This is an optimization exercise on Yosys and OpenROAD, whose aim is small area, a short achievable clock period and few clock cycles, not a production implementation.

Setup of v32:
Design GAN_shared_hw, start of the top module:
module GAN_shared_hw (x1, x2, x3, x4,
                     w_l1_11, w_l1_12, w_l1_13, w_l1_14, w_l1_21, w_l1_22, w_l1_23, w_l1_24, w_l1_31, w_l1_32, w_l1_33, w_l1_34, w_l1_41, w_l1_42, w_l1_43, w_l1_44, b_l1_1, b_l1_2, b_l1_3, b_l1_4,
                     w_l2_11, w_l2_12, w_l2_21, w_l2_22, w_l2_31, w_l2_32, w_l2_41, w_l2_42, b_l2_1, b_l2_2,
                     w_l3_11, w_l3_21, b_l3_1,
                     w_l4_11, b_l4_1,
                     w_l5_11, b_l5_1,
                     w_l6_11, w_l6_12, b_l6_1, b_l6_2,
                     w_l7_11, w_l7_12, w_l7_13, w_l7_14, w_l7_21, w_l7_22, w_l7_23, w_l7_24, b_l7_1, b_l7_2, b_l7_3, b_l7_4,
                     w_l8_11, w_l8_12, w_l8_13, w_l8_14, w_l8_21, w_l8_22, w_l8_23, w_l8_24, w_l8_31, w_l8_32, w_l8_33, w_l8_34, w_l8_41, w_l8_42, w_l8_43, w_l8_44, b_l8_1, b_l8_2, b_l8_3, b_l8_4,
                     f1, f2, f3, f4, Done, Start, Reset, Clock);
export LEC_CHECK = 0
export CAP_MARGIN = 20
export CORE_MARGIN = 2
export CORE_UTILIZATION = 40
export SETUP_SLACK_MARGIN = 5
export SLEW_MARGIN = 60
export SYNTH_HIERARCHICAL = 1
create_clock -name core_clock -period 12.5 [get_ports {Clock}]
standard.sh (not shown) runs the stock make flow with config.mk's settings and CLKGATE_MAP_FILE= SYNTH_SCRIPT=/design/flow/synth_recipe.tcl, a recipe that flattens the netlist after the stock synthesis.
==> flow/flow/run.sh <==
#!/bin/bash
# The standard layout (synthesis included), with the port buffers made
# of the smallest buffer cell.
set -euo pipefail
export BUFFER_PORTS_ARGS="-buffer_cell sky130_fd_sc_hd__buf_1"
bash standard.sh finish > standard_flow.log 2>&1
Edits applied to the flow inputs when going from v32 to v28:
--- a/flow/design.v
+++ b/flow/design.v
@@ -1566,76 +1566,70 @@
 endfunction
 function [7:0] negs;
   input [8:0] e;
   begin
     negs = {7'd0, e[6]} + {5'd0, e[7], 2'd0} + {3'd0, e[8], 4'd0};
   end
 endfunction
 wire [8:0] q00 = benc(n00), q01 = benc(n01), q02 = benc(n02), q03 = benc(n03);
 wire [8:0] q10 = benc(n10), q11 = benc(n11), q12 = benc(n12), q13 = benc(n13);
 wire [7:0] qk0 = {{2{nb0[5]}}, nb0} + negs(q00) + negs(q01) + negs(q02) + negs(q03);
 wire [7:0] qk1 = {{2{nb1[5]}}, nb1} + negs(q10) + negs(q11) + negs(q12) + negs(q13);
-reg [8:0] e00, e01, e02, e03, e10, e11, e12, e13;
-reg [7:0] k0, k1;
-reg rmode;    
-always @(posedge Clock) begin
-  e00 <= q00; e01 <= q01; e02 <= q02; e03 <= q03;
-  e10 <= q10; e11 <= q11; e12 <= q12; e13 <= q13;
-  k0 <= qk0; k1 <= qk1;
-  if (idle) rmode <= 1'b0;
-  else if (cyc == 4'd2) rmode <= 1'b1;
-end
-wire [31:0] act0, act1, act2, act3;
-wire z0 = rmode & act0[31], z1 = rmode & act1[31], z2 = rmode & act2[31], z3 = rmode & act3[31];
-wire [8:0] d00 = {e00[8:6], e00[5:0] & {6{~z0}}}, d01 = {e01[8:6], e01[5:0] & {6{~z1}}};
-wire [8:0] d02 = {e02[8:6], e02[5:0] & {6{~z2}}}, d03 = {e03[8:6], e03[5:0] & {6{~z3}}};
-wire [8:0] d10 = {e10[8:6], e10[5:0] & {6{~z0}}}, d11 = {e11[8:6], e11[5:0] & {6{~z1}}};
-wire [8:0] d12 = {e12[8:6], e12[5:0] & {6{~z2}}}, d13 = {e13[8:6], e13[5:0] & {6{~z3}}};
-reg [31:0] a0_r, a1_r, a2_r, a3_r;
+reg [31:0] act0, act1, act2, act3;
 reg [31:0] o0, o1;
 wire [31:0] r0, r1;
-assign act0 = a0_r;
-assign act1 = a1_r;
-assign act2 = a2_r;
-assign act3 = a3_r;
 gan_nu NU0 (.a0(act0), .a1(act1), .a2(act2), .a3(act3),
-            .e0(d00), .e1(d01), .e2(d02), .e3(d03), .k(k0), .r(r0));
+            .e0(e00), .e1(e01), .e2(e02), .e3(e03), .k(k0), .r(r0));
 gan_nu NU1 (.a0(act0), .a1(act1), .a2(act2), .a3(act3),
-            .e0(d10), .e1(d11), .e2(d12), .e3(d13), .k(k1), .r(r1));
-always @(posedge Clock) begin
+            .e0(e10), .e1(e11), .e2(e12), .e3(e13), .k(k1), .r(r1));
+reg [31:0] an0, an1, an2, an3;    
+always @(*) begin
+  an0 = act0; an1 = act1; an2 = act2; an3 = act3;
   if (idle) begin
-    a0_r <= {{26{x1[5]}}, x1};
-    a1_r <= {{26{x2[5]}}, x2};
-    a2_r <= {{26{x3[5]}}, x3};
-    a3_r <= {{26{x4[5]}}, x4};
+    an0 = {{26{x1[5]}}, x1};
+    an1 = {{26{x2[5]}}, x2};
+    an2 = {{26{x3[5]}}, x3};
+    an3 = {{26{x4[5]}}, x4};
   end else begin
     case (cyc)
       4'd2, 4'd9: begin
-        a0_r <= o0; a1_r <= o1; a2_r <= r0; a3_r <= r1;
+        an0 = o0; an1 = o1; an2 = r0; an3 = r1;
       end
       4'd3: begin
-        a0_r <= r0; a1_r <= r1; a2_r <= 32'd0; a3_r <= 32'd0;
+        an0 = r0; an1 = r1; an2 = 32'd0; an3 = 32'd0;
       end
       4'd4: begin
-        a0_r <= r0; a1_r <= 32'd0;
+        an0 = r0; an1 = 32'd0;
       end
       4'd5, 4'd6: begin
-        a0_r <= r0;
+        an0 = r0;
       end
       4'd7, 4'd11: begin
-        a0_r <= r0; a1_r <= r1;
+        an0 = r0; an1 = r1;
       end
       default: ;
     endcase
   end
 end
+wire sums = (cyc >= 4'd2);
+wire zn0 = sums & an0[31], zn1 = sums & an1[31], zn2 = sums & an2[31], zn3 = sums & an3[31];
+reg [8:0] e00, e01, e02, e03, e10, e11, e12, e13;
+reg [7:0] k0, k1;
+always @(posedge Clock) begin
+  act0 <= an0; act1 <= an1; act2 <= an2; act3 <= an3;
+  e00 <= {q00[8:6], q00[5:0] & {6{~zn0}}}; e01 <= {q01[8:6], q01[5:0] & {6{~zn1}}};
+  e02 <= {q02[8:6], q02[5:0] & {6{~zn2}}}; e03 <= {q03[8:6], q03[5:0] & {6{~zn3}}};
+  e10 <= {q10[8:6], q10[5:0] & {6{~zn0}}}; e11 <= {q11[8:6], q11[5:0] & {6{~zn1}}};
+  e12 <= {q12[8:6], q12[5:0] & {6{~zn2}}}; e13 <= {q13[8:6], q13[5:0] & {6{~zn3}}};
+  k0 <= qk0; k1 <= qk1;
+end
 always @(posedge Clock) begin
   if (cyc == 4'd1 || cyc == 4'd8 || cyc == 4'd10) begin
     o0 <= r0;
     o1 <= r1;
   end
 end
 assign f1 = {1'b0, o0[30:0] & {31{~o0[31]}}};
 assign f2 = {1'b0, o1[30:0] & {31{~o1[31]}}};
 assign f3 = {1'b0, act0[30:0] & {31{~act0[31]}}};
 assign f4 = {1'b0, act1[30:0] & {31{~act1[31]}}};
 endmodule
==> comparison <==
v28 finished every step from synthesis to the final layout, and the layout passed the timing, DRC and antenna checks.
Signed area change from the synthesized netlist to the final layout: v28 > v32
Diff v32 -> v28: critical path depth moved down, clock slew seen by the registers of the worst setup and hold paths ~0 delta, total wire length after detailed routing decreased by about 4.3% relative to the old numbers, post-layout utilization of the core up 0.63 points, final cell count without fillers neither gained nor lost much.
v28 — via count 164 lower, v32 as reference
Function was not checked in any run of this note: the RTL went through the layout flow alone.

## static timing again, ports no longer ideal
In the flow no input, the clock included, has a driving cell. The finished layouts below were timed again as built, in two steps. Step 1 sets driving cells, clkbuf_16 on the clock port and buf_2 on the other inputs (assumed; they add their load-dependent delay and slew). Step 2 times the ports against the registers' clock, not the clock port: input delays grow and output delays shrink by t, the midpoint of the rising clock arrivals with the driver on. Slacks: no drivers / after step 1 / after step 2; pairs: no drivers / after step 1.
| run | t (ns) | slack for setup (ns) | hold slack, ns | worst register clock-pin slew, ns |
|---|---|---|---|---|
| v32 | 0.738 | 5.275 / 5.275 / 5.275 | 0.537 / 0.537 / 0.537 | 0.09 / 0.09 |
| v28 | 0.770 | 5.253 / 5.253 / 5.253 | 0.551 / 0.551 / 0.551 | 0.07 / 0.07 |
After both steps setup and hold are still met in every run listed.
